From an optimization exercise on the open Yosys and OpenROAD flow, aimed at small area, a short achievable clock period and few clock cycles per item; shortcuts taken in it are not production practice. Function was checked by simulation only, so behaviour that the tests miss may differ from the original. Power and IR drop assume default switching activity.

==> flow/design.v (outline; a module is shown in full before it is edited, if it fits) <==
// module FIFOL1: 69 lines
// module lwc: 1877 lines
module lwc(clk,
	   rst,
	   pdi_data,
	   pdi_valid,
	   pdi_ready,
	   sdi_data,
	   sdi_valid,
	   sdi_ready,
	   do_data,
	   do_last,
	   do_valid,
	   do_ready);
  // ...
==> flow/run.sh <==
#!/bin/bash
# synth_recipe.tcl (not shown) runs the flow's synth.tcl, then flattens the netlist and writes it again
# the make line also repeats each setting of config.mk as NAME=value (left out here)
make -C /OpenROAD-flow-scripts/flow DESIGN_CONFIG=/design/flow/config.mk WORK_HOME=/design/flow/orfs CLKGATE_MAP_FILE= SYNTH_SCRIPT=/design/flow/synth_recipe.tcl finish
==> flow/config.mk <==
export PLATFORM = sky130hd
export DESIGN_NAME = lwc
export DESIGN_NICKNAME = lwc
export VERILOG_FILES = /design/flow/design.v
export SDC_FILE = /design/flow/constraint.sdc
export NUM_CORES = 4
export LEC_CHECK = 0
export CAP_MARGIN = 20
export CORE_MARGIN = 2
export CORE_UTILIZATION = 40
export PLACE_DENSITY = 0.6
export SLEW_MARGIN = 20
==> flow/constraint.sdc <==
create_clock -name core_clock -period 6.0 [get_ports {clk}]
set_input_delay 1.2000 -clock core_clock [delete_from_list [all_inputs] [get_ports {clk}]]
set_output_delay 1.2000 -clock core_clock [all_outputs]
set_load 0.01 [all_outputs]
==> flow_summary.toml, run 1 <==
[global_route]
grt_pass1_wl_mm = 392
use_met1_pct = 46.1
first_global_vias = 48000
use_met3_pct = 9.83

[synth]
yosys.area_share.xor_xnor_pct = 21.1
yosys.area.top_type = "edfxtp_1"
async_flop_share_pct = 0
synth_top_area_share_pct = 42.9
syn_avg_cell_area_sq_um = 10.0

[place]
place_area_sq_mm = 0.0664

[sta]
hold_viol = 0
drv_slew = 0
setup_tns_ns = 0

[finish]
layout.cells.non_filler = 8416
clock_buffers = 149
nMultiInputCombCells = 4669
multi_input_area_sq_mm = 0.0320
layout.nonclk_buf_share_pct = 4.14
nNetsFinal = 6475
largest_reg_flops = 320

[clock_tree]
clockBufferDepth = 3
cts_made_buffers = 113

[setup_path]
end_kind = "output pin"
crit_family = "buffers and inverters"
crit_path_start = "lwc_doSender_fifof_cntr_r[0]$_SDFFE_PP0P_"
path_class = "reg2out"

[power_and_ir_drop]
p_leak_uw = 0.0242
p_comb_uw = 846

[floorplanning]
die_x_um = 398
num_tap_cells = 2044

[run_status]
status = "complete, no violations"

[drt]
met1_length_mm = 107
drt_iter0_markers = 8303
vias = 52300

[min_path]
hold_depth = 2
Testbench counts, summed over its fixed seeds: cycles 22,988, bytes 20,910.
==> run 2: changes to the inputs <==
==> flow/design.v (replaced) <==
module lwc (
  input  wire        clk,
  input  wire        rst,
  input  wire [31:0] pdi_data,
  input  wire        pdi_valid,
  output wire        pdi_ready,
  input  wire [31:0] sdi_data,
  input  wire        sdi_valid,
  output wire        sdi_ready,
  output wire [31:0] do_data,
  output wire        do_last,
  output wire        do_valid,
  input  wire        do_ready
);
  reg [319:0] st;           
  reg [127:0] key;
  reg [127:0] blk;          
  localparam BT_NONCE = 2'd0, BT_AD = 2'd1, BT_MSG = 2'd2, BT_TAG = 2'd3;
  localparam P_INSTR = 4'd0, P_KEY = 4'd1, P_NHDR = 4'd2, P_NONCE = 4'd3,
             P_AHDR = 4'd4, P_AD = 4'd5, P_APAD = 4'd6, P_MHDR = 4'd7,
             P_MSG = 4'd8, P_MPAD = 4'd9, P_THDR = 4'd10, P_TAG = 4'd11;
  localparam C_IDLE = 2'd0, C_PERM = 2'd1, C_TAG = 2'd2;
  localparam O_IDLE = 3'd0, O_DATA = 3'd1, O_THDR = 3'd2, O_TAG = 3'd3, O_STAT = 3'd4;
  reg        b_rdy;
  reg [1:0]  b_type;
  reg [4:0]  b_n;           
  reg        b_last;        
  reg [1:0]  wc;            
  reg [3:0]  ps;
  reg        p_dec;
  reg [15:0] rem;           
  reg [2:0]  kcnt;
  reg [1:0]  cs;
  reg [3:0]  rnd;
  reg        c_init;        
  reg        c_final;       
  reg        dpend;         
  reg [2:0]  os;
  reg        o_dec;
  reg        hdr_pend;
  reg        o_final;
  reg        tag_rdy;
  reg        fail;
  reg [1:0]  o_idx;
  reg [3:0]  obusy;         
  reg [31:0] od;
  reg        ol, ov;
  reg        pr, sr;
  assign do_data   = od;
  assign do_last   = ol;
  assign do_valid  = ov;
  assign pdi_ready = pr;
  assign sdi_ready = sr;
  wire [63:0] x0 = st[319:256], x1 = st[255:192], x2 = st[191:128],
              x3 = st[127:64],  x4 = st[63:0];
  wire [7:0]  rc = {~rnd, rnd};
  wire [63:0] a0 = x0 ^ x4;
  wire [63:0] a2 = x2 ^ x1 ^ {56'd0, rc};
  wire [63:0] a4 = x4 ^ x3;
  wire [63:0] b0 = a0 ^ (~x1 & a2);
  wire [63:0] b1 = x1 ^ (~a2 & x3);
  wire [63:0] b2 = a2 ^ (~x3 & a4);
  wire [63:0] b3 = x3 ^ (~a4 & a0);
  wire [63:0] b4 = a4 ^ (~a0 & x1);
  wire [63:0] c0 = b0 ^ b4;
  wire [63:0] c1 = b1 ^ b0;
  wire [63:0] c2 = ~b2;
  wire [63:0] c3 = b3 ^ b2;
  wire [63:0] c4 = b4;
  wire [63:0] r0 = c0 ^ {c0[18:0], c0[63:19]} ^ {c0[27:0], c0[63:28]};
  wire [63:0] r1 = c1 ^ {c1[60:0], c1[63:61]} ^ {c1[38:0], c1[63:39]};
  wire [63:0] r2 = c2 ^ {c2[0],    c2[63:1]}  ^ {c2[5:0],  c2[63:6]};
  wire [63:0] r3 = c3 ^ {c3[9:0],  c3[63:10]} ^ {c3[16:0], c3[63:17]};
  wire [63:0] r4 = c4 ^ {c4[6:0],  c4[63:7]}  ^ {c4[40:0], c4[63:41]};
  wire last_rnd = (rnd == 4'd11);
  wire is_msg   = (b_type == BT_MSG);
  wire fin_blk  = is_msg && b_last;
  wire blk_ok   = b_rdy && (b_type == BT_AD || (is_msg && obusy == 4'd0));
  wire perm     = (cs == C_PERM);
  wire absorb   = perm && last_rnd && !c_final && blk_ok;
  wire st_step  = perm && (!last_rnd || c_final || blk_ok);
  wire etag     = (cs == C_TAG) && !o_dec && (os == O_THDR || os == O_TAG) &&
                  (b_rdy ? b_type == BT_NONCE : wc == 2'd0);
  wire dtag     = (cs == C_TAG) && o_dec && b_rdy && b_type == BT_TAG;
  wire init     = b_rdy && b_type == BT_NONCE && (cs == C_IDLE || etag);
  reg [15:0] bm, bp;        
  integer j;
  always @* begin
    for (j = 0; j < 16; j = j + 1) begin
      bm[15-j] = absorb && (j < b_n);
      bp[15-j] = absorb && b_last && (j == b_n);
    end
  end
  wire        rdec   = is_msg && o_dec;
  wire        k34    = last_rnd && (c_init || c_final);
  wire        k23    = absorb && fin_blk;
  wire        dsep   = absorb && dpend && is_msg;
  wire [127:0] rrate = {r0, r1};
  reg  [127:0] rate_n, obk;
  always @* begin
    for (j = 0; j < 16; j = j + 1) begin
      obk[8*j +: 8] = rrate[8*j +: 8] ^ blk[8*j +: 8];
      if (bm[j])
        rate_n[8*j +: 8] = rdec ? blk[8*j +: 8] : obk[8*j +: 8];
      else
        rate_n[8*j +: 8] = rrate[8*j +: 8] ^ {bp[j], 7'd0};
    end
  end
  wire [63:0] x2_n = r2 ^ (k23 ? key[127:64] : 64'd0);
  wire [63:0] x3_n = r3 ^ (k23 ? key[63:0] : 64'd0) ^ (k34 ? key[127:64] : 64'd0);
  wire [63:0] x4_n = r4 ^ (k34 ? key[63:0] : 64'd0) ^ {63'd0, dsep};
  reg [127:0] obm;
  always @* begin
    for (j = 0; j < 16; j = j + 1)
      obm[8*j +: 8] = bm[j] ? obk[8*j +: 8] : 8'd0;
  end
  wire p_fire = pdi_valid && pr;
  wire s_fire = sdi_valid && sr;
  wire o_free = !ov || do_ready;
  wire        seg_end = (rem <= 16'd4);
  wire [4:0]  nbytes  = {wc, 2'b00} + (seg_end ? rem[2:0] : 3'd4);
  wire        blk_end = (wc == 2'd3) || seg_end;
  wire [3:0]  wmask   = (b_n == 5'd0) ? 4'b0000 : (b_n <= 5'd4) ? 4'b1000 :
                        (b_n <= 5'd8) ? 4'b1100 : (b_n <= 5'd12) ? 4'b1110 : 4'b1111;
  reg [3:0]  ps_n;  reg p_dec_n; reg [15:0] rem_n; reg [2:0] kcnt_n;
  reg        b_rdy_n; reg [1:0] b_type_n; reg [4:0] b_n_n; reg b_last_n; reg [1:0] wc_n;
  reg [1:0]  cs_n;  reg [3:0] rnd_n; reg c_init_n, c_final_n, dpend_n;
  reg [2:0]  os_n;  reg o_dec_n, hdr_pend_n, o_final_n, tag_rdy_n, fail_n;
  reg [1:0]  o_idx_n; reg [3:0] obusy_n;
  reg [31:0] od_n;  reg ol_n, ov_n;
  reg        pr_n, sr_n;
  reg        emit;
  always @* begin
    ps_n = ps; p_dec_n = p_dec; rem_n = rem; kcnt_n = kcnt;
    b_rdy_n = b_rdy; b_type_n = b_type; b_n_n = b_n; b_last_n = b_last; wc_n = wc;
    cs_n = cs; rnd_n = rnd; c_init_n = c_init; c_final_n = c_final; dpend_n = dpend;
    os_n = os; o_dec_n = o_dec; hdr_pend_n = hdr_pend; o_final_n = o_final;
    tag_rdy_n = tag_rdy; fail_n = fail; o_idx_n = o_idx; obusy_n = obusy;
    od_n = od; ol_n = ol; ov_n = ov;
    case (ps)
      P_INSTR: if (p_fire) begin
        if (pdi_data[31:28] == 4'h7) begin
          ps_n = P_KEY; kcnt_n = 3'd0;
        end else begin
          ps_n = P_NHDR; p_dec_n = pdi_data[28];
        end
      end
      P_KEY: if (s_fire) begin
        kcnt_n = kcnt + 3'd1;
        if (kcnt == 3'd5) ps_n = P_INSTR;
      end
      P_NHDR: if (p_fire) ps_n = P_NONCE;
      P_NONCE, P_TAG: if (p_fire) begin
        wc_n = wc + 2'd1;
        if (wc == 2'd3) begin
          b_rdy_n = 1'b1;
          b_type_n = (ps == P_NONCE) ? BT_NONCE : BT_TAG;
          ps_n = (ps == P_NONCE) ? P_AHDR : P_INSTR;
        end
      end
      P_AHDR: if (p_fire) begin
        rem_n = pdi_data[15:0];
        ps_n = (pdi_data[15:0] == 16'd0) ? P_MHDR : P_AD;
      end
      P_AD, P_MSG: if (p_fire) begin
        wc_n = wc + 2'd1;
        rem_n = seg_end ? 16'd0 : rem - 16'd4;
        if (blk_end) begin
          wc_n = 2'd0;
          b_rdy_n = 1'b1;
          b_type_n = (ps == P_AD) ? BT_AD : BT_MSG;
          b_n_n = nbytes;
          b_last_n = seg_end && nbytes != 5'd16;
          if (seg_end)
            ps_n = (nbytes == 5'd16) ? ((ps == P_AD) ? P_APAD : P_MPAD)
                 : (ps == P_AD) ? P_MHDR : (p_dec ? P_THDR : P_INSTR);
        end
      end
      P_APAD, P_MPAD: if (!b_rdy) begin
        b_rdy_n = 1'b1;
        b_type_n = (ps == P_APAD) ? BT_AD : BT_MSG;
        b_n_n = 5'd0;
        b_last_n = 1'b1;
        ps_n = (ps == P_APAD) ? P_MHDR : (p_dec ? P_THDR : P_INSTR);
      end
      P_MHDR: if (p_fire) begin
        rem_n = pdi_data[15:0];
        hdr_pend_n = 1'b1;
        o_dec_n = p_dec;
        ps_n = (pdi_data[15:0] == 16'd0) ? P_MPAD : P_MSG;
      end
      P_THDR: if (p_fire) ps_n = P_TAG;
      default: ps_n = P_INSTR;
    endcase
    if (perm) begin
      if (!last_rnd) rnd_n = rnd + 4'd1;
      else if (c_final) cs_n = C_TAG;
      else if (blk_ok) begin
        rnd_n = fin_blk ? 4'd0 : 4'd4;
        c_init_n = 1'b0;
        c_final_n = fin_blk;
        if (is_msg) begin
          dpend_n = 1'b0;
          obusy_n = wmask;
          o_idx_n = 2'd0;
          if (b_last) o_final_n = 1'b1;
        end
        b_rdy_n = 1'b0;
      end
    end
    if (dtag) begin
      cs_n = C_IDLE; b_rdy_n = 1'b0; tag_rdy_n = 1'b1;
      fail_n = (blk != st[127:0]);
    end
    if (etag) begin
      cs_n = C_IDLE; tag_rdy_n = 1'b1; fail_n = 1'b0;
      obusy_n = 4'b1111; o_idx_n = 2'd0;
    end
    if (init) begin
      cs_n = C_PERM; rnd_n = 4'd0; c_init_n = 1'b1; c_final_n = 1'b0; dpend_n = 1'b1;
      b_rdy_n = 1'b0;
    end
    emit = 1'b0;
    if (o_free) begin
      case (os)
        O_IDLE: if (hdr_pend) begin
          emit = 1'b1; hdr_pend_n = 1'b0; os_n = O_DATA;
          od_n = {o_dec ? 8'h43 : 8'h52, 8'h00, rem}; ol_n = 1'b0;
        end
        O_DATA, O_TAG: if (obusy[~o_idx] && (os == O_DATA || tag_rdy)) begin
          emit = 1'b1;
          obusy_n[~o_idx] = 1'b0;
          o_idx_n = o_idx + 2'd1;
          case (o_idx)
            2'd0: od_n = blk[127:96];
            2'd1: od_n = blk[95:64];
            2'd2: od_n = blk[63:32];
            default: od_n = blk[31:0];
          endcase
          ol_n = 1'b0;
          if (os == O_TAG && o_idx == 2'd3) os_n = O_STAT;
        end
        O_THDR: begin
          emit = 1'b1; os_n = O_TAG;
          od_n = 32'h83000010; ol_n = 1'b0;
        end
        default: if (tag_rdy) begin
          emit = 1'b1; os_n = O_IDLE; tag_rdy_n = 1'b0;
          od_n = {fail ? 4'hF : 4'hE, 28'd0}; ol_n = 1'b1;
        end
      endcase
    end
    if (os == O_DATA && o_final && obusy == 4'd0) begin
      o_final_n = 1'b0;
      os_n = o_dec ? O_STAT : O_THDR;
    end
    ov_n = emit || (ov && !do_ready);
    case (ps_n)
      P_INSTR, P_NHDR, P_THDR: pr_n = 1'b1;
      P_AHDR:                  pr_n = !hdr_pend_n;
      P_NONCE, P_AD, P_TAG:    pr_n = !b_rdy_n && !obusy_n[~wc_n] &&
                                      !(cs_n == C_TAG && !o_dec_n && wc_n == 2'd0);
      P_MSG:                   pr_n = !b_rdy_n && !obusy_n[~wc_n] && !hdr_pend_n;
      P_MHDR:                  pr_n = (os_n == O_IDLE) && !hdr_pend_n;
      default:                 pr_n = 1'b0;
    endcase
    sr_n = (ps_n == P_KEY) && (cs_n != C_PERM);
  end
  always @(posedge clk) begin
    if (rst) begin
      ps <= P_INSTR; p_dec <= 1'b0; rem <= 16'd0; kcnt <= 3'd0;
      b_rdy <= 1'b0; b_type <= BT_NONCE; b_n <= 5'd0; b_last <= 1'b0; wc <= 2'd0;
      cs <= C_IDLE; rnd <= 4'd0; c_init <= 1'b0; c_final <= 1'b0; dpend <= 1'b0;
      os <= O_IDLE; o_dec <= 1'b0; hdr_pend <= 1'b0; o_final <= 1'b0;
      tag_rdy <= 1'b0; fail <= 1'b0; o_idx <= 2'd0; obusy <= 4'd0;
      ol <= 1'b0; ov <= 1'b0; pr <= 1'b1; sr <= 1'b0;
    end else begin
      ps <= ps_n; p_dec <= p_dec_n; rem <= rem_n; kcnt <= kcnt_n;
      b_rdy <= b_rdy_n; b_type <= b_type_n; b_n <= b_n_n; b_last <= b_last_n; wc <= wc_n;
      cs <= cs_n; rnd <= rnd_n; c_init <= c_init_n; c_final <= c_final_n; dpend <= dpend_n;
      os <= os_n; o_dec <= o_dec_n; hdr_pend <= hdr_pend_n; o_final <= o_final_n;
      tag_rdy <= tag_rdy_n; fail <= fail_n; o_idx <= o_idx_n; obusy <= obusy_n;
      ol <= ol_n; ov <= ov_n; pr <= pr_n; sr <= sr_n;
    end
  end
  always @(posedge clk) begin
    if (emit) od <= od_n;
    if (s_fire && kcnt >= 3'd2) key <= {key[95:0], sdi_data};
    if (init)
      st <= {64'h80800c0800000000, key, blk};
    else if (st_step)
      st <= {rate_n, x2_n, x3_n, x4_n};
    if (etag)
      blk <= st[127:0];
    else if (absorb && is_msg)
      blk <= obm;
    else if (p_fire && (ps == P_NONCE || ps == P_AD || ps == P_MSG || ps == P_TAG))
      case (wc)
        2'd0: blk[127:96] <= pdi_data;
        2'd1: blk[95:64]  <= pdi_data;
        2'd2: blk[63:32]  <= pdi_data;
        default: blk[31:0] <= pdi_data;
      endcase
  end
endmodule
==> flow_summary.toml, run 2 <==
[clock_tree]
cts_made_buffers = 88
clk_pin_slew_ns = 0.06
clock-sinks = 670
cts_htree_levels = 3
cts_tree = "built"
post-cts-setup-buffers = 0
root_buffer = "clkbuf_16"
clockBufferDepth = 3
post_cts_resize_count = 0
clock_latency_ns = 0.75
cts_hold_buffers = 0

[finish]
stdcell_area_sq_mm = 0.0583
reg_top3 = "st (320), blk (128), key (128)"
nNetsFinal = 5846
n_fill_cell = 12300
largest_register = "st"
area_growth_pct = 13.3
final_common_cell = "xnor2_1"
layout-drive-gt1-share_pct = 9.31
utilization_pct = 45.7
layout_common_cells = "xnor2_1 (1,052), nand2_1 (697), edfxtp_1 (544)"
largest_reg_flops = 320

[setup_path]
worstPathRequired_ns = 6.43
cpMostUsedCell = "xnor2_1"
end_kind = "flip-flop"
cpPeakStageDelay_ns = 0.83
worst-path-max-fanout = 30
startpoint_type = "flip-flop"
cpMaxStageDelayCell = "and4_1"
path_cells = "nor2b_1 > and4_1 > and2_4 > buf_4 > nand2_1 > xnor2_1 > xnor2_1 > o21ai_1"
critPathArrivalTime_ns = 4.56
path_class = "reg2reg"

[synth]
synth.area.top_cells = "edfxtp_1 (32%), xnor2_1 (19%), xor2_1 (7.7%)"
yosys.area.top_type = "edfxtp_1"
yosys_warnings = 1
syn-num-nets = 5741
seq_area_frac_synth_pct = 36.7
synth_edf_count = 544
synth_ff_type = "edfxtp_1"
async_flop_share_pct = 0
synth_commonest_cells = "xnor2_1 (1,092), nand2_1 (698), edfxtp_1 (544)"
syn_avg_cell_area_sq_um = 9.29
synth_top_area_share_pct = 31.8
synthesis.area_sq_mm = 0.0514
syn_inst = 5533
ys_ff_latch = 670
yosysMostFrequentCell = "xnor2_1"
synth_cell_types = 88

[sta]
fmax_ghz = 0.242
finalWorstSetupSlack_ns = 1.87
hold_viol = 0
tightest_slew_ns = 1.37
period_needed_ns = 4.13
maxSlewHeadroom_pct = 7.90
drv_slew = 0
rsz0062_at_grt = "no"
setup_viol = 0
setup_tns_ns = 0
fin_crit_sh_pct = 68.8
skew_ns = 0.0453

[global_route]
overflow = 0
grt_pass1_wl_mm = 358
grtUsageMet2_pct = 54.3
use_met3_pct = 14.7
first_global_vias = 42000
antenna_found_initial = 14
grt_max_degree = 193
grt_use_total_pct = 39.8
grt-busiest-layer = "met2"
use_met1_pct = 49.5

[power_and_ir_drop]
p_leak_uw = 0.0202
power_uw = 27000
ir_worst_vdd_uv = 236
p_per_area_mw_per_mm2 = 463

[min_path]
min_path_type = "reg2reg"

[drt]
routed_via_density = 6.21
drt_iter0_markers = 8568
drc = 0
drt_wl_total_mm = 267
wl_per_cell_um = 36.1
vias = 45800
detail-route-antenna-nets = 0
drt_first_pass_iters = 11

[place]
numPortBuffers = 104
pre_cts_slack_ns = 2.10
gp_congestion = 1.15
hpwl_mm = 203
place_area_sq_mm = 0.0552

[run_status]
status = "complete, no violations"

[floorplanning]
design.die.area_sq_mm = 0.131
die_y_um = 363
ios = 105
rows = 131
coreArea_sq_mm = 0.128
die_x_um = 363
initial_core_util_pct = 40.3

[run]
cap_violations = 0
## run 2: cell types whose count changed after synthesis, sizes merged, moves of 43 or more
cell    delta
o22ai     -43
a22oi    -223
xor2      -93
edfxtp   -341
xnor2    +286
nand2    +152
a32o      -45
o21a      +76
o21ai    -239
a211oi    -51
a21oi     -56
clkbuf   -100
## run 2: kinds of logic (layout without fill, tap and decap cells)
group,count (synthesis),after routing,share of synthesized area [%]
xor+xnor,1661,1661,30.2
mux,38,38,0.776
simple gates,1406,1406,11.9
buf+inv,464,645,3.56
flops,670,670,36.7
fa+ha+maj,139,139,3.38
other cells,0,6,0
compound gates,1155,1155,13.6
## run 2: layout make-up
| class | instances | area, sq um | share of cell area (%) |
|---|---|---|---|
| Timing Repair Buffer | 268 | 2380 | 4.08 |
| Clock inverter | 39 | 343 | 0.588 |
| Tap cell | 1662 | 2080 | 3.57 |
| Antenna cell | 6 | 15.0 | 0.0258 |
| Clock buffer | 127 | 2520 | 4.33 |
| Inverter | 211 | 796 | 1.37 |
| Sequential cell | 670 | 18900 | 32.4 |
| Multi-Input combinational cell | 4399 | 31300 | 53.7 |
## run 2: path summary, 6_finish.rpt
check                                          start                   end  slack (ns)  cells past startpoint
worst max register to register      cs[0]$_SDFF_PP0_     st[118]$_DFFE_PP_        1.87                      8
worst max-delay path                cs[0]$_SDFF_PP0_     st[118]$_DFFE_PP_        1.87                      8
worst min register to register  st[265]$_SDFFE_PP0P_  st[265]$_SDFFE_PP0P_        0.50                      2
worst min-delay path            st[265]$_SDFFE_PP0P_  st[265]$_SDFFE_PP0P_        0.50                      2
## run 2: through the flow
| stage | hold slack, ns | std cells |
|---|---|---|
| finish | 0.495 | 7382 |
| global route | 0.521 | 7378 |
| CTS | 0.493 | 7374 |
| detailed placement | 0.486 | 7208 |
| global placement | 0.472 | 7206 |
| floorplan | 0.457 | 5533 |
## run 2: layer usage
metal	up-vias	share of wire, %
met5	-	0.056
met4	14	10
met3	881	14
met2	3478	39
met1	22200	36
li1	19200	-
## run 2: report_power, final
part | internal [uW] | leakage [uW] | switching (uW)
Sequential | 5630 | 0.00591 | 252
Clock | 3100 | 0.00139 | 2390
Combinational | 5710 | 0.0129 | 9890
## run 2: worst max-delay path: cells and delay by family, from the launching register on
| family | cells | cell delay [ns] |
|---|---|---|
| and+or+nand+nor | 4 | 2.43 |
| AOI/OAI and AO/OA | 1 | 0.08 |
| xor gates and xnor gates | 2 | 0.33 |
| DFF | 1 | 0.49 |
| buffers and inverters | 1 | 0.43 |
Testbench counts of run 2, summed over its fixed seeds: cycles 19,789, bytes 20,910.
==> module lwc, before the edit <==
module lwc (
  input  wire        clk,
  input  wire        rst,
  input  wire [31:0] pdi_data,
  input  wire        pdi_valid,
  output wire        pdi_ready,
  input  wire [31:0] sdi_data,
  input  wire        sdi_valid,
  output wire        sdi_ready,
  output wire [31:0] do_data,
  output wire        do_last,
  output wire        do_valid,
  input  wire        do_ready
);
  reg [319:0] st;           
  reg [127:0] key;
  reg [127:0] blk;          
  localparam BT_NONCE = 2'd0, BT_AD = 2'd1, BT_MSG = 2'd2, BT_TAG = 2'd3;
  localparam P_INSTR = 4'd0, P_KEY = 4'd1, P_NHDR = 4'd2, P_NONCE = 4'd3,
             P_AHDR = 4'd4, P_AD = 4'd5, P_APAD = 4'd6, P_MHDR = 4'd7,
             P_MSG = 4'd8, P_MPAD = 4'd9, P_THDR = 4'd10, P_TAG = 4'd11;
  localparam C_IDLE = 2'd0, C_PERM = 2'd1, C_TAG = 2'd2;
  localparam O_IDLE = 3'd0, O_DATA = 3'd1, O_THDR = 3'd2, O_TAG = 3'd3, O_STAT = 3'd4;
  reg        b_rdy;
  reg [1:0]  b_type;
  reg [4:0]  b_n;           
  reg        b_last;        
  reg [1:0]  wc;            
  reg [3:0]  ps;
  reg        p_dec;
  reg [15:0] rem;           
  reg [2:0]  kcnt;
  reg [1:0]  cs;
  reg [3:0]  rnd;
  reg        c_init;        
  reg        c_final;       
  reg        dpend;         
  reg [2:0]  os;
  reg        o_dec;
  reg        hdr_pend;
  reg        o_final;
  reg        tag_rdy;
  reg        fail;
  reg [1:0]  o_idx;
  reg [3:0]  obusy;         
  reg [31:0] od;
  reg        ol, ov;
  reg        pr, sr;
  assign do_data   = od;
  assign do_last   = ol;
  assign do_valid  = ov;
  assign pdi_ready = pr;
  assign sdi_ready = sr;
  wire [63:0] x0 = st[319:256], x1 = st[255:192], x2 = st[191:128],
              x3 = st[127:64],  x4 = st[63:0];
  wire [7:0]  rc = {~rnd, rnd};
  wire [63:0] a0 = x0 ^ x4;
  wire [63:0] a2 = x2 ^ x1 ^ {56'd0, rc};
  wire [63:0] a4 = x4 ^ x3;
  wire [63:0] b0 = a0 ^ (~x1 & a2);
  wire [63:0] b1 = x1 ^ (~a2 & x3);
  wire [63:0] b2 = a2 ^ (~x3 & a4);
  wire [63:0] b3 = x3 ^ (~a4 & a0);
  wire [63:0] b4 = a4 ^ (~a0 & x1);
  wire [63:0] c0 = b0 ^ b4;
  wire [63:0] c1 = b1 ^ b0;
  wire [63:0] c2 = ~b2;
  wire [63:0] c3 = b3 ^ b2;
  wire [63:0] c4 = b4;
  wire [63:0] r0 = c0 ^ {c0[18:0], c0[63:19]} ^ {c0[27:0], c0[63:28]};
  wire [63:0] r1 = c1 ^ {c1[60:0], c1[63:61]} ^ {c1[38:0], c1[63:39]};
  wire [63:0] r2 = c2 ^ {c2[0],    c2[63:1]}  ^ {c2[5:0],  c2[63:6]};
  wire [63:0] r3 = c3 ^ {c3[9:0],  c3[63:10]} ^ {c3[16:0], c3[63:17]};
  wire [63:0] r4 = c4 ^ {c4[6:0],  c4[63:7]}  ^ {c4[40:0], c4[63:41]};
  wire last_rnd = (rnd == 4'd11);
  wire is_msg   = (b_type == BT_MSG);
  wire fin_blk  = is_msg && b_last;
  wire blk_ok   = b_rdy && (b_type == BT_AD || (is_msg && obusy == 4'd0));
  wire perm     = (cs == C_PERM);
  wire absorb   = perm && last_rnd && !c_final && blk_ok;
  wire st_step  = perm && (!last_rnd || c_final || blk_ok);
  wire etag     = (cs == C_TAG) && !o_dec && (os == O_THDR || os == O_TAG) &&
                  (b_rdy ? b_type == BT_NONCE : wc == 2'd0);
  wire dtag     = (cs == C_TAG) && o_dec && b_rdy && b_type == BT_TAG;
  wire init     = b_rdy && b_type == BT_NONCE && (cs == C_IDLE || etag);
  reg [15:0] bm, bp;        
  integer j;
  always @* begin
    for (j = 0; j < 16; j = j + 1) begin
      bm[15-j] = absorb && (j < b_n);
      bp[15-j] = absorb && b_last && (j == b_n);
    end
  end
  wire        rdec   = is_msg && o_dec;
  wire        k34    = last_rnd && (c_init || c_final);
  wire        k23    = absorb && fin_blk;
  wire        dsep   = absorb && dpend && is_msg;
  wire [127:0] rrate = {r0, r1};
  reg  [127:0] rate_n, obk;
  always @* begin
    for (j = 0; j < 16; j = j + 1) begin
      obk[8*j +: 8] = rrate[8*j +: 8] ^ blk[8*j +: 8];
      if (bm[j])
        rate_n[8*j +: 8] = rdec ? blk[8*j +: 8] : obk[8*j +: 8];
      else
        rate_n[8*j +: 8] = rrate[8*j +: 8] ^ {bp[j], 7'd0};
    end
  end
  wire [63:0] x2_n = r2 ^ (k23 ? key[127:64] : 64'd0);
  wire [63:0] x3_n = r3 ^ (k23 ? key[63:0] : 64'd0) ^ (k34 ? key[127:64] : 64'd0);
  wire [63:0] x4_n = r4 ^ (k34 ? key[63:0] : 64'd0) ^ {63'd0, dsep};
  reg [127:0] obm;
  always @* begin
    for (j = 0; j < 16; j = j + 1)
      obm[8*j +: 8] = bm[j] ? obk[8*j +: 8] : 8'd0;
  end
  wire p_fire = pdi_valid && pr;
  wire s_fire = sdi_valid && sr;
  wire o_free = !ov || do_ready;
  wire        seg_end = (rem <= 16'd4);
  wire [4:0]  nbytes  = {wc, 2'b00} + (seg_end ? rem[2:0] : 3'd4);
  wire        blk_end = (wc == 2'd3) || seg_end;
  wire [3:0]  wmask   = (b_n == 5'd0) ? 4'b0000 : (b_n <= 5'd4) ? 4'b1000 :
                        (b_n <= 5'd8) ? 4'b1100 : (b_n <= 5'd12) ? 4'b1110 : 4'b1111;
  reg [3:0]  ps_n;  reg p_dec_n; reg [15:0] rem_n; reg [2:0] kcnt_n;
  reg        b_rdy_n; reg [1:0] b_type_n; reg [4:0] b_n_n; reg b_last_n; reg [1:0] wc_n;
  reg [1:0]  cs_n;  reg [3:0] rnd_n; reg c_init_n, c_final_n, dpend_n;
  reg [2:0]  os_n;  reg o_dec_n, hdr_pend_n, o_final_n, tag_rdy_n, fail_n;
  reg [1:0]  o_idx_n; reg [3:0] obusy_n;
  reg [31:0] od_n;  reg ol_n, ov_n;
  reg        pr_n, sr_n;
  reg        emit;
  always @* begin
    ps_n = ps; p_dec_n = p_dec; rem_n = rem; kcnt_n = kcnt;
    b_rdy_n = b_rdy; b_type_n = b_type; b_n_n = b_n; b_last_n = b_last; wc_n = wc;
    cs_n = cs; rnd_n = rnd; c_init_n = c_init; c_final_n = c_final; dpend_n = dpend;
    os_n = os; o_dec_n = o_dec; hdr_pend_n = hdr_pend; o_final_n = o_final;
    tag_rdy_n = tag_rdy; fail_n = fail; o_idx_n = o_idx; obusy_n = obusy;
    od_n = od; ol_n = ol; ov_n = ov;
    case (ps)
      P_INSTR: if (p_fire) begin
        if (pdi_data[31:28] == 4'h7) begin
          ps_n = P_KEY; kcnt_n = 3'd0;
        end else begin
          ps_n = P_NHDR; p_dec_n = pdi_data[28];
        end
      end
      P_KEY: if (s_fire) begin
        kcnt_n = kcnt + 3'd1;
        if (kcnt == 3'd5) ps_n = P_INSTR;
      end
      P_NHDR: if (p_fire) ps_n = P_NONCE;
      P_NONCE, P_TAG: if (p_fire) begin
        wc_n = wc + 2'd1;
        if (wc == 2'd3) begin
          b_rdy_n = 1'b1;
          b_type_n = (ps == P_NONCE) ? BT_NONCE : BT_TAG;
          ps_n = (ps == P_NONCE) ? P_AHDR : P_INSTR;
        end
      end
      P_AHDR: if (p_fire) begin
        rem_n = pdi_data[15:0];
        ps_n = (pdi_data[15:0] == 16'd0) ? P_MHDR : P_AD;
      end
      P_AD, P_MSG: if (p_fire) begin
        wc_n = wc + 2'd1;
        rem_n = seg_end ? 16'd0 : rem - 16'd4;
        if (blk_end) begin
          wc_n = 2'd0;
          b_rdy_n = 1'b1;
          b_type_n = (ps == P_AD) ? BT_AD : BT_MSG;
          b_n_n = nbytes;
          b_last_n = seg_end && nbytes != 5'd16;
          if (seg_end)
            ps_n = (nbytes == 5'd16) ? ((ps == P_AD) ? P_APAD : P_MPAD)
                 : (ps == P_AD) ? P_MHDR : (p_dec ? P_THDR : P_INSTR);
        end
      end
      P_APAD, P_MPAD: if (!b_rdy) begin
        b_rdy_n = 1'b1;
        b_type_n = (ps == P_APAD) ? BT_AD : BT_MSG;
        b_n_n = 5'd0;
        b_last_n = 1'b1;
        ps_n = (ps == P_APAD) ? P_MHDR : (p_dec ? P_THDR : P_INSTR);
      end
      P_MHDR: if (p_fire) begin
        rem_n = pdi_data[15:0];
        hdr_pend_n = 1'b1;
        o_dec_n = p_dec;
        ps_n = (pdi_data[15:0] == 16'd0) ? P_MPAD : P_MSG;
      end
      P_THDR: if (p_fire) ps_n = P_TAG;
      default: ps_n = P_INSTR;
    endcase
    if (perm) begin
      if (!last_rnd) rnd_n = rnd + 4'd1;
      else if (c_final) cs_n = C_TAG;
      else if (blk_ok) begin
        rnd_n = fin_blk ? 4'd0 : 4'd4;
        c_init_n = 1'b0;
        c_final_n = fin_blk;
        if (is_msg) begin
          dpend_n = 1'b0;
          obusy_n = wmask;
          o_idx_n = 2'd0;
          if (b_last) o_final_n = 1'b1;
        end
        b_rdy_n = 1'b0;
      end
    end
    if (dtag) begin
      cs_n = C_IDLE; b_rdy_n = 1'b0; tag_rdy_n = 1'b1;
      fail_n = (blk != st[127:0]);
    end
    if (etag) begin
      cs_n = C_IDLE; tag_rdy_n = 1'b1; fail_n = 1'b0;
      obusy_n = 4'b1111; o_idx_n = 2'd0;
    end
    if (init) begin
      cs_n = C_PERM; rnd_n = 4'd0; c_init_n = 1'b1; c_final_n = 1'b0; dpend_n = 1'b1;
      b_rdy_n = 1'b0;
    end
    emit = 1'b0;
    if (o_free) begin
      case (os)
        O_IDLE: if (hdr_pend) begin
          emit = 1'b1; hdr_pend_n = 1'b0; os_n = O_DATA;
          od_n = {o_dec ? 8'h43 : 8'h52, 8'h00, rem}; ol_n = 1'b0;
        end
        O_DATA, O_TAG: if (obusy[~o_idx] && (os == O_DATA || tag_rdy)) begin
          emit = 1'b1;
          obusy_n[~o_idx] = 1'b0;
          o_idx_n = o_idx + 2'd1;
          case (o_idx)
            2'd0: od_n = blk[127:96];
            2'd1: od_n = blk[95:64];
            2'd2: od_n = blk[63:32];
            default: od_n = blk[31:0];
          endcase
          ol_n = 1'b0;
          if (os == O_TAG && o_idx == 2'd3) os_n = O_STAT;
        end
        O_THDR: begin
          emit = 1'b1; os_n = O_TAG;
          od_n = 32'h83000010; ol_n = 1'b0;
        end
        default: if (tag_rdy) begin
          emit = 1'b1; os_n = O_IDLE; tag_rdy_n = 1'b0;
          od_n = {fail ? 4'hF : 4'hE, 28'd0}; ol_n = 1'b1;
        end
      endcase
    end
    if (os == O_DATA && o_final && obusy == 4'd0) begin
      o_final_n = 1'b0;
      os_n = o_dec ? O_STAT : O_THDR;
    end
    ov_n = emit || (ov && !do_ready);
    case (ps_n)
      P_INSTR, P_NHDR, P_THDR: pr_n = 1'b1;
      P_AHDR:                  pr_n = !hdr_pend_n;
      P_NONCE, P_AD, P_TAG:    pr_n = !b_rdy_n && !obusy_n[~wc_n] &&
                                      !(cs_n == C_TAG && !o_dec_n && wc_n == 2'd0);
      P_MSG:                   pr_n = !b_rdy_n && !obusy_n[~wc_n] && !hdr_pend_n;
      P_MHDR:                  pr_n = (os_n == O_IDLE) && !hdr_pend_n;
      default:                 pr_n = 1'b0;
    endcase
    sr_n = (ps_n == P_KEY) && (cs_n != C_PERM);
  end
  always @(posedge clk) begin
    if (rst) begin
      ps <= P_INSTR; p_dec <= 1'b0; rem <= 16'd0; kcnt <= 3'd0;
      b_rdy <= 1'b0; b_type <= BT_NONCE; b_n <= 5'd0; b_last <= 1'b0; wc <= 2'd0;
      cs <= C_IDLE; rnd <= 4'd0; c_init <= 1'b0; c_final <= 1'b0; dpend <= 1'b0;
      os <= O_IDLE; o_dec <= 1'b0; hdr_pend <= 1'b0; o_final <= 1'b0;
      tag_rdy <= 1'b0; fail <= 1'b0; o_idx <= 2'd0; obusy <= 4'd0;
      ol <= 1'b0; ov <= 1'b0; pr <= 1'b1; sr <= 1'b0;
    end else begin
      ps <= ps_n; p_dec <= p_dec_n; rem <= rem_n; kcnt <= kcnt_n;
      b_rdy <= b_rdy_n; b_type <= b_type_n; b_n <= b_n_n; b_last <= b_last_n; wc <= wc_n;
      cs <= cs_n; rnd <= rnd_n; c_init <= c_init_n; c_final <= c_final_n; dpend <= dpend_n;
      os <= os_n; o_dec <= o_dec_n; hdr_pend <= hdr_pend_n; o_final <= o_final_n;
      tag_rdy <= tag_rdy_n; fail <= fail_n; o_idx <= o_idx_n; obusy <= obusy_n;
      ol <= ol_n; ov <= ov_n; pr <= pr_n; sr <= sr_n;
    end
  end
  always @(posedge clk) begin
    if (emit) od <= od_n;
    if (s_fire && kcnt >= 3'd2) key <= {key[95:0], sdi_data};
    if (init)
      st <= {64'h80800c0800000000, key, blk};
    else if (st_step)
      st <= {rate_n, x2_n, x3_n, x4_n};
    if (etag)
      blk <= st[127:0];
    else if (absorb && is_msg)
      blk <= obm;
    else if (p_fire && (ps == P_NONCE || ps == P_AD || ps == P_MSG || ps == P_TAG))
      case (wc)
        2'd0: blk[127:96] <= pdi_data;
        2'd1: blk[95:64]  <= pdi_data;
        2'd2: blk[63:32]  <= pdi_data;
        default: blk[31:0] <= pdi_data;
      endcase
  end
endmodule
==> run 3: changes to the inputs <==
--- a/flow/design.v
+++ b/flow/design.v
@@ -29,9 +29,12 @@
   reg [3:0]  ps;
   reg        p_dec;
   reg [15:0] rem;           
+  reg        rle4, req4;    
   reg [2:0]  kcnt;
+  reg [1:0]  kq;            
   reg [1:0]  cs;
   reg [3:0]  rnd;
+  reg        lrnd;          
   reg        c_init;        
   reg        c_final;       
   reg        dpend;         
@@ -72,7 +75,7 @@
   wire [63:0] r2 = c2 ^ {c2[0],    c2[63:1]}  ^ {c2[5:0],  c2[63:6]};
   wire [63:0] r3 = c3 ^ {c3[9:0],  c3[63:10]} ^ {c3[16:0], c3[63:17]};
   wire [63:0] r4 = c4 ^ {c4[6:0],  c4[63:7]}  ^ {c4[40:0], c4[63:41]};
-  wire last_rnd = (rnd == 4'd11);
+  wire last_rnd = lrnd;
   wire is_msg   = (b_type == BT_MSG);
   wire fin_blk  = is_msg && b_last;
   wire blk_ok   = b_rdy && (b_type == BT_AD || (is_msg && obusy == 4'd0));
@@ -80,9 +83,9 @@
   wire absorb   = perm && last_rnd && !c_final && blk_ok;
   wire st_step  = perm && (!last_rnd || c_final || blk_ok);
   wire etag     = (cs == C_TAG) && !o_dec && (os == O_THDR || os == O_TAG) &&
-                  (b_rdy ? b_type == BT_NONCE : wc == 2'd0);
+                  (b_rdy ? (b_type == BT_NONCE && kq == 2'd0) : wc == 2'd0);
   wire dtag     = (cs == C_TAG) && o_dec && b_rdy && b_type == BT_TAG;
-  wire init     = b_rdy && b_type == BT_NONCE && (cs == C_IDLE || etag);
+  wire init     = b_rdy && b_type == BT_NONCE && kq == 2'd0 && (cs == C_IDLE || etag);
   reg [15:0] bm, bp;        
   integer j;
   always @* begin
@@ -117,12 +120,13 @@
   wire p_fire = pdi_valid && pr;
   wire s_fire = sdi_valid && sr;
   wire o_free = !ov || do_ready;
-  wire        seg_end = (rem <= 16'd4);
+  wire        seg_end = rle4;
   wire [4:0]  nbytes  = {wc, 2'b00} + (seg_end ? rem[2:0] : 3'd4);
   wire        blk_end = (wc == 2'd3) || seg_end;
+  wire        full16  = (wc == 2'd3) && req4;
   wire [3:0]  wmask   = (b_n == 5'd0) ? 4'b0000 : (b_n <= 5'd4) ? 4'b1000 :
                         (b_n <= 5'd8) ? 4'b1100 : (b_n <= 5'd12) ? 4'b1110 : 4'b1111;
-  reg [3:0]  ps_n;  reg p_dec_n; reg [15:0] rem_n; reg [2:0] kcnt_n;
+  reg [3:0]  ps_n;  reg p_dec_n; reg [15:0] rem_n; reg [2:0] kcnt_n; reg [1:0] kq_n;
   reg        b_rdy_n; reg [1:0] b_type_n; reg [4:0] b_n_n; reg b_last_n; reg [1:0] wc_n;
   reg [1:0]  cs_n;  reg [3:0] rnd_n; reg c_init_n, c_final_n, dpend_n;
   reg [2:0]  os_n;  reg o_dec_n, hdr_pend_n, o_final_n, tag_rdy_n, fail_n;
@@ -131,7 +135,7 @@
   reg        pr_n, sr_n;
   reg        emit;
   always @* begin
-    ps_n = ps; p_dec_n = p_dec; rem_n = rem; kcnt_n = kcnt;
+    ps_n = ps; p_dec_n = p_dec; rem_n = rem; kcnt_n = kcnt; kq_n = kq;
     b_rdy_n = b_rdy; b_type_n = b_type; b_n_n = b_n; b_last_n = b_last; wc_n = wc;
     cs_n = cs; rnd_n = rnd; c_init_n = c_init; c_final_n = c_final; dpend_n = dpend;
     os_n = os; o_dec_n = o_dec; hdr_pend_n = hdr_pend; o_final_n = o_final;
@@ -140,15 +144,11 @@
     case (ps)
       P_INSTR: if (p_fire) begin
         if (pdi_data[31:28] == 4'h7) begin
-          ps_n = P_KEY; kcnt_n = 3'd0;
+          kq_n = kq + 2'd1;
         end else begin
           ps_n = P_NHDR; p_dec_n = pdi_data[28];
         end
       end
-      P_KEY: if (s_fire) begin
-        kcnt_n = kcnt + 3'd1;
-        if (kcnt == 3'd5) ps_n = P_INSTR;
-      end
       P_NHDR: if (p_fire) ps_n = P_NONCE;
       P_NONCE, P_TAG: if (p_fire) begin
         wc_n = wc + 2'd1;
@@ -170,9 +170,9 @@
           b_rdy_n = 1'b1;
           b_type_n = (ps == P_AD) ? BT_AD : BT_MSG;
           b_n_n = nbytes;
-          b_last_n = seg_end && nbytes != 5'd16;
+          b_last_n = seg_end && !full16;
           if (seg_end)
-            ps_n = (nbytes == 5'd16) ? ((ps == P_AD) ? P_APAD : P_MPAD)
+            ps_n = full16 ? ((ps == P_AD) ? P_APAD : P_MPAD)
                  : (ps == P_AD) ? P_MHDR : (p_dec ? P_THDR : P_INSTR);
         end
       end
@@ -192,6 +192,13 @@
       P_THDR: if (p_fire) ps_n = P_TAG;
       default: ps_n = P_INSTR;
     endcase
+    if (s_fire) begin
+      kcnt_n = kcnt + 3'd1;
+      if (kcnt == 3'd5) begin
+        kcnt_n = 3'd0;
+        kq_n = kq_n - 2'd1;
+      end
+    end
     if (perm) begin
       if (!last_rnd) rnd_n = rnd + 4'd1;
       else if (c_final) cs_n = C_TAG;
@@ -256,7 +263,8 @@
     end
     ov_n = emit || (ov && !do_ready);
     case (ps_n)
-      P_INSTR, P_NHDR, P_THDR: pr_n = 1'b1;
+      P_INSTR:                 pr_n = (kq_n != 2'd3);
+      P_NHDR, P_THDR:          pr_n = 1'b1;
       P_AHDR:                  pr_n = !hdr_pend_n;
       P_NONCE, P_AD, P_TAG:    pr_n = !b_rdy_n && !obusy_n[~wc_n] &&
                                       !(cs_n == C_TAG && !o_dec_n && wc_n == 2'd0);
@@ -264,18 +272,20 @@
       P_MHDR:                  pr_n = (os_n == O_IDLE) && !hdr_pend_n;
       default:                 pr_n = 1'b0;
     endcase
-    sr_n = (ps_n == P_KEY) && (cs_n != C_PERM);
+    sr_n = (kq_n != 2'd0) && (cs_n != C_PERM);
   end
   always @(posedge clk) begin
     if (rst) begin
-      ps <= P_INSTR; p_dec <= 1'b0; rem <= 16'd0; kcnt <= 3'd0;
+      ps <= P_INSTR; p_dec <= 1'b0; rem <= 16'd0; kcnt <= 3'd0; kq <= 2'd0;
+      rle4 <= 1'b1; req4 <= 1'b0; lrnd <= 1'b0;
       b_rdy <= 1'b0; b_type <= BT_NONCE; b_n <= 5'd0; b_last <= 1'b0; wc <= 2'd0;
       cs <= C_IDLE; rnd <= 4'd0; c_init <= 1'b0; c_final <= 1'b0; dpend <= 1'b0;
       os <= O_IDLE; o_dec <= 1'b0; hdr_pend <= 1'b0; o_final <= 1'b0;
       tag_rdy <= 1'b0; fail <= 1'b0; o_idx <= 2'd0; obusy <= 4'd0;
       ol <= 1'b0; ov <= 1'b0; pr <= 1'b1; sr <= 1'b0;
     end else begin
-      ps <= ps_n; p_dec <= p_dec_n; rem <= rem_n; kcnt <= kcnt_n;
+      ps <= ps_n; p_dec <= p_dec_n; rem <= rem_n; kcnt <= kcnt_n; kq <= kq_n;
+      rle4 <= (rem_n <= 16'd4); req4 <= (rem_n == 16'd4); lrnd <= (rnd_n == 4'd11);
       b_rdy <= b_rdy_n; b_type <= b_type_n; b_n <= b_n_n; b_last <= b_last_n; wc <= wc_n;
       cs <= cs_n; rnd <= rnd_n; c_init <= c_init_n; c_final <= c_final_n; dpend <= dpend_n;
       os <= os_n; o_dec <= o_dec_n; hdr_pend <= hdr_pend_n; o_final <= o_final_n;
--- a/flow/config.mk
+++ b/flow/config.mk
@@ -9,4 +9,5 @@
 export CORE_MARGIN = 2
 export CORE_UTILIZATION = 40
 export PLACE_DENSITY = 0.6
+export SETUP_SLACK_MARGIN = 3.0
 export SLEW_MARGIN = 20
==> flow_summary.toml, run 3 <==
[synth]
synth.area.top_cells = "edfxtp_1 (32%), xnor2_1 (16%), xor2_1 (9.0%)"
seq_area_frac_synth_pct = 36.8
synth_cell_types = 98
synth_ff_type = "edfxtp_1"
synth_top_area_share_pct = 31.7
synth_commonest_cells = "xnor2_1 (967), nand2_1 (744), edfxtp_1 (544)"
yosysMostFrequentCell = "xnor2_1"
yosys.area.top_type = "edfxtp_1"
synthesis.area_sq_mm = 0.0515
syn_inst = 5543
async_flop_share_pct = 0
syn_avg_cell_area_sq_um = 9.30
synth_edf_count = 544
yosys_warnings = 1
ys_ff_latch = 675
syn-num-nets = 5749

[global_route]
grt_max_degree = 148
first_global_vias = 43300
grt_pass1_wl_mm = 389
overflow = 0
antenna_found_initial = 12
grt_use_total_pct = 44.0

[floorplanning]
coreArea_sq_mm = 0.128
ios = 105
design.die.area_sq_mm = 0.132
die_x_um = 363
initial_core_util_pct = 40.4
die_y_um = 363
rows = 131

[finish]
layout.cells.non_filler = 7526
area_growth_pct = 22.5
layout-drive-gt1-share_pct = 15.2
largest_register = "st"
largest_reg_flops = 320
layout_common_cells = "xnor2_1 (829), nand2_1 (736), edfxtp_1 (544)"
final_common_cell = "xnor2_1"
nNetsFinal = 5989
reg_top3 = "st (320), blk (128), key (128)"
stdcell_area_sq_mm = 0.0631

[drt]
wl_per_cell_um = 39.4
detail-route-antenna-nets = 0
vias = 47800
drt_wl_total_mm = 297
drt_iter0_markers = 8164
drt_first_pass_iters = 7
routed_via_density = 6.35
drc = 0

[clock_tree]
clockBufferDepth = 3
clk_pin_slew_ns = 0.06
clock_latency_ns = 0.74
cts_tree = "built"
cts_htree_levels = 3
root_buffer = "clkbuf_16"
cts_hold_buffers = 0
cts_made_buffers = 88
clock-sinks = 675

[sta]
fin_crit_sh_pct = 53.9
hold_viol = 0
drv_slew = 0
skew_ns = 0.0491
setup_viol = 0
tightest_slew_ns = 1.36
rsz0062_at_grt = "yes"
setup_tns_ns = 0
maxSlewHeadroom_pct = 8.51
period_needed_ns = 3.23
fmax_ghz = 0.309
whs_ns = 0.486

[setup_path]
r2r-start = "c_final$_SDFFE_PP0P_"
critPathArrivalTime_ns = 3.66
endpoint = "st[15]$_DFFE_PP_"
startpoint_type = "flip-flop"
timing.rr.end = "st[15]$_DFFE_PP_"
path_class = "reg2reg"
worstPathRequired_ns = 6.42
r2r_cells = 6
crit_path_start = "c_final$_SDFFE_PP0P_"
end_kind = "flip-flop"
r2r_setup_slack_ns = 2.77
worst-path-max-fanout = 51

[power_and_ir_drop]
p_comb_share_pct = 57.2
power_frac_seq_pct = 21.8
ir_worst_vdd_uv = 260
clockPowerShare_pct = 21.0
netSwitchingFraction_pct = 44.2
p_sw_uw = 11900
p_per_area_mw_per_mm2 = 428
p_leak_uw = 0.0228
power_uw = 27000
p_int_uw = 15100

[place]
numPortBuffers = 104
hpwl_mm = 219
gp_congestion = 1.07
place_area_sq_mm = 0.0557
dp.cells = 7227

[min_path]
min_path_type = "reg2reg"

[run]
cap_violations = 0

[run_status]
status = "complete, no violations"
## run 3: cell types whose count changed after synthesis, moves of 27 or more
cell,before,now
nand2_1,698,744
o21a_1,88,48
xnor2_1,1092,967
a21oi_1,478,451
and3_1,49,20
xnor3_1,1,40
nor2_1,373,337
xnor2_2,91,5
xor2_1,451,528
xor3_1,0,30
o21ai_0,293,338
## run 3: kinds of logic after synthesis
group	synth area share [%]
XOR/XNOR	29.4
AND/OR/NAND/NOR	12.2
AO/OA/AOI/OAI	13.8
flip-flops	36.8
buffers and inverters	3.63
adder cells (fa/ha/maj)	3.35
multiplexers	0.811
## run 3: routing by layer
metal,wire [um],part of all wire [%],vias up,GRT usage [%]
li1,-,-,19600,-
met1,108000,36,23600,55.7
met2,116000,39,3745,60.3
met3,41700,14,918,14.4
met4,31300,11,10,37.1
met5,72,0.024,-,0
## run 3: area by class of cell
| type | count | area [sq um] |
|---|---|---|
| Tap cell | 1662 | 2080 |
| Inverter | 215 | 830 |
| Multi-Input combinational cell | 4394 | 34100 |
| Clock inverter | 47 | 449 |
| Fill cell | 11900 | 64600 |
| Clock buffer | 118 | 2500 |
| Sequential cell | 675 | 19000 |
| Antenna cell | 6 | 15.0 |
| Timing Repair Buffer | 409 | 4110 |
## run 3: timing repair
action / in CTS / in global routing
cloned: 13 / 1
endpoints found under the setup margin: 786 / 242
setup buffers: 58 / 56
gates resized for setup: 280 / 160
pin swaps: 30 / 47
## run 3: critical path: stages, from the launching register on
cell and delay (ns):
dfxtp_1 0.50, o21a_4 0.55, buf_16 0.43, nand2_1 0.46, xor2_2 0.33, xnor2_2 0.43, a21oi_1 0.13
## run 3: per-stage QoR
stage	setup WS, ns	util (%)
finish	2.77	49.4
global route	2.85	49.4
CTS	2.88	48.2
detailed placement	1.80	43.6
global placement	1.83	43.6
floorplan	0.375	-
## run 3: power by group through the flow
stage                     sequential (uW)  clock, uW  combinational, uW
after detailed placement             5950          0              13500
after CTS                            5860       5660              14300
after global routing                 5890       5820              15800
after floorplan                      5840          0               8820
after global placement               5950          0              13500
final                                5890       5670              15500
## run 3: worst min path at each step
stage                              start  slack, ns  depth (start not counted)                   end
floorplan            c_init$_SDFFE_PP0P_       0.44                          2   c_init$_SDFFE_PP0P_
global placement     c_init$_SDFFE_PP0P_       0.47                          2   c_init$_SDFFE_PP0P_
detailed placement   c_init$_SDFFE_PP0P_       0.48                          2   c_init$_SDFFE_PP0P_
CTS                  c_init$_SDFFE_PP0P_       0.49                          2   c_init$_SDFFE_PP0P_
global route        st[262]$_SDFFE_PP0P_       0.51                          2  st[262]$_SDFFE_PP0P_
finish               c_init$_SDFFE_PP0P_       0.49                          2   c_init$_SDFFE_PP0P_
Testbench counts of run 3, summed over its fixed seeds: cycles 19,597, bytes 20,910.

[what the ideal ports hide]
The results above use ideal ports. As a check the final layouts listed here were re-extracted and re-timed, cells and wires unchanged. Step 1 (the two cells are an assumption about what drives the block):
set clk [get_ports {clk}]
set_driving_cell -lib_cell sky130_fd_sc_hd__clkbuf_16 $clk
set_driving_cell -lib_cell sky130_fd_sc_hd__buf_2 [delete_from_list [all_inputs] $clk]
Step 2 moves the port delays by t, midway between the first and last clock arrival at a register: inputs arrive t later, outputs are due t later. That takes back most of the time a late clock gives input paths. Three values: ideal, step 1, step 2; two values: the first two.
run | shift t [ns] | slack for setup (ns) | worst slew at a driven data input, ns
run 1 | 0.857 | 1.307 / 1.221 / 1.619 | 0.04
run 2 | 0.808 | 1.872 / 1.872 / 1.872 | 0.07
run 3 | 0.794 | 2.766 / 2.766 / 2.345 | 0.11
After both steps every run listed still meets setup and hold. The setup slack of run 3, which loses most, moves by 0.000 ns with the drivers and by -0.421 ns with both steps.
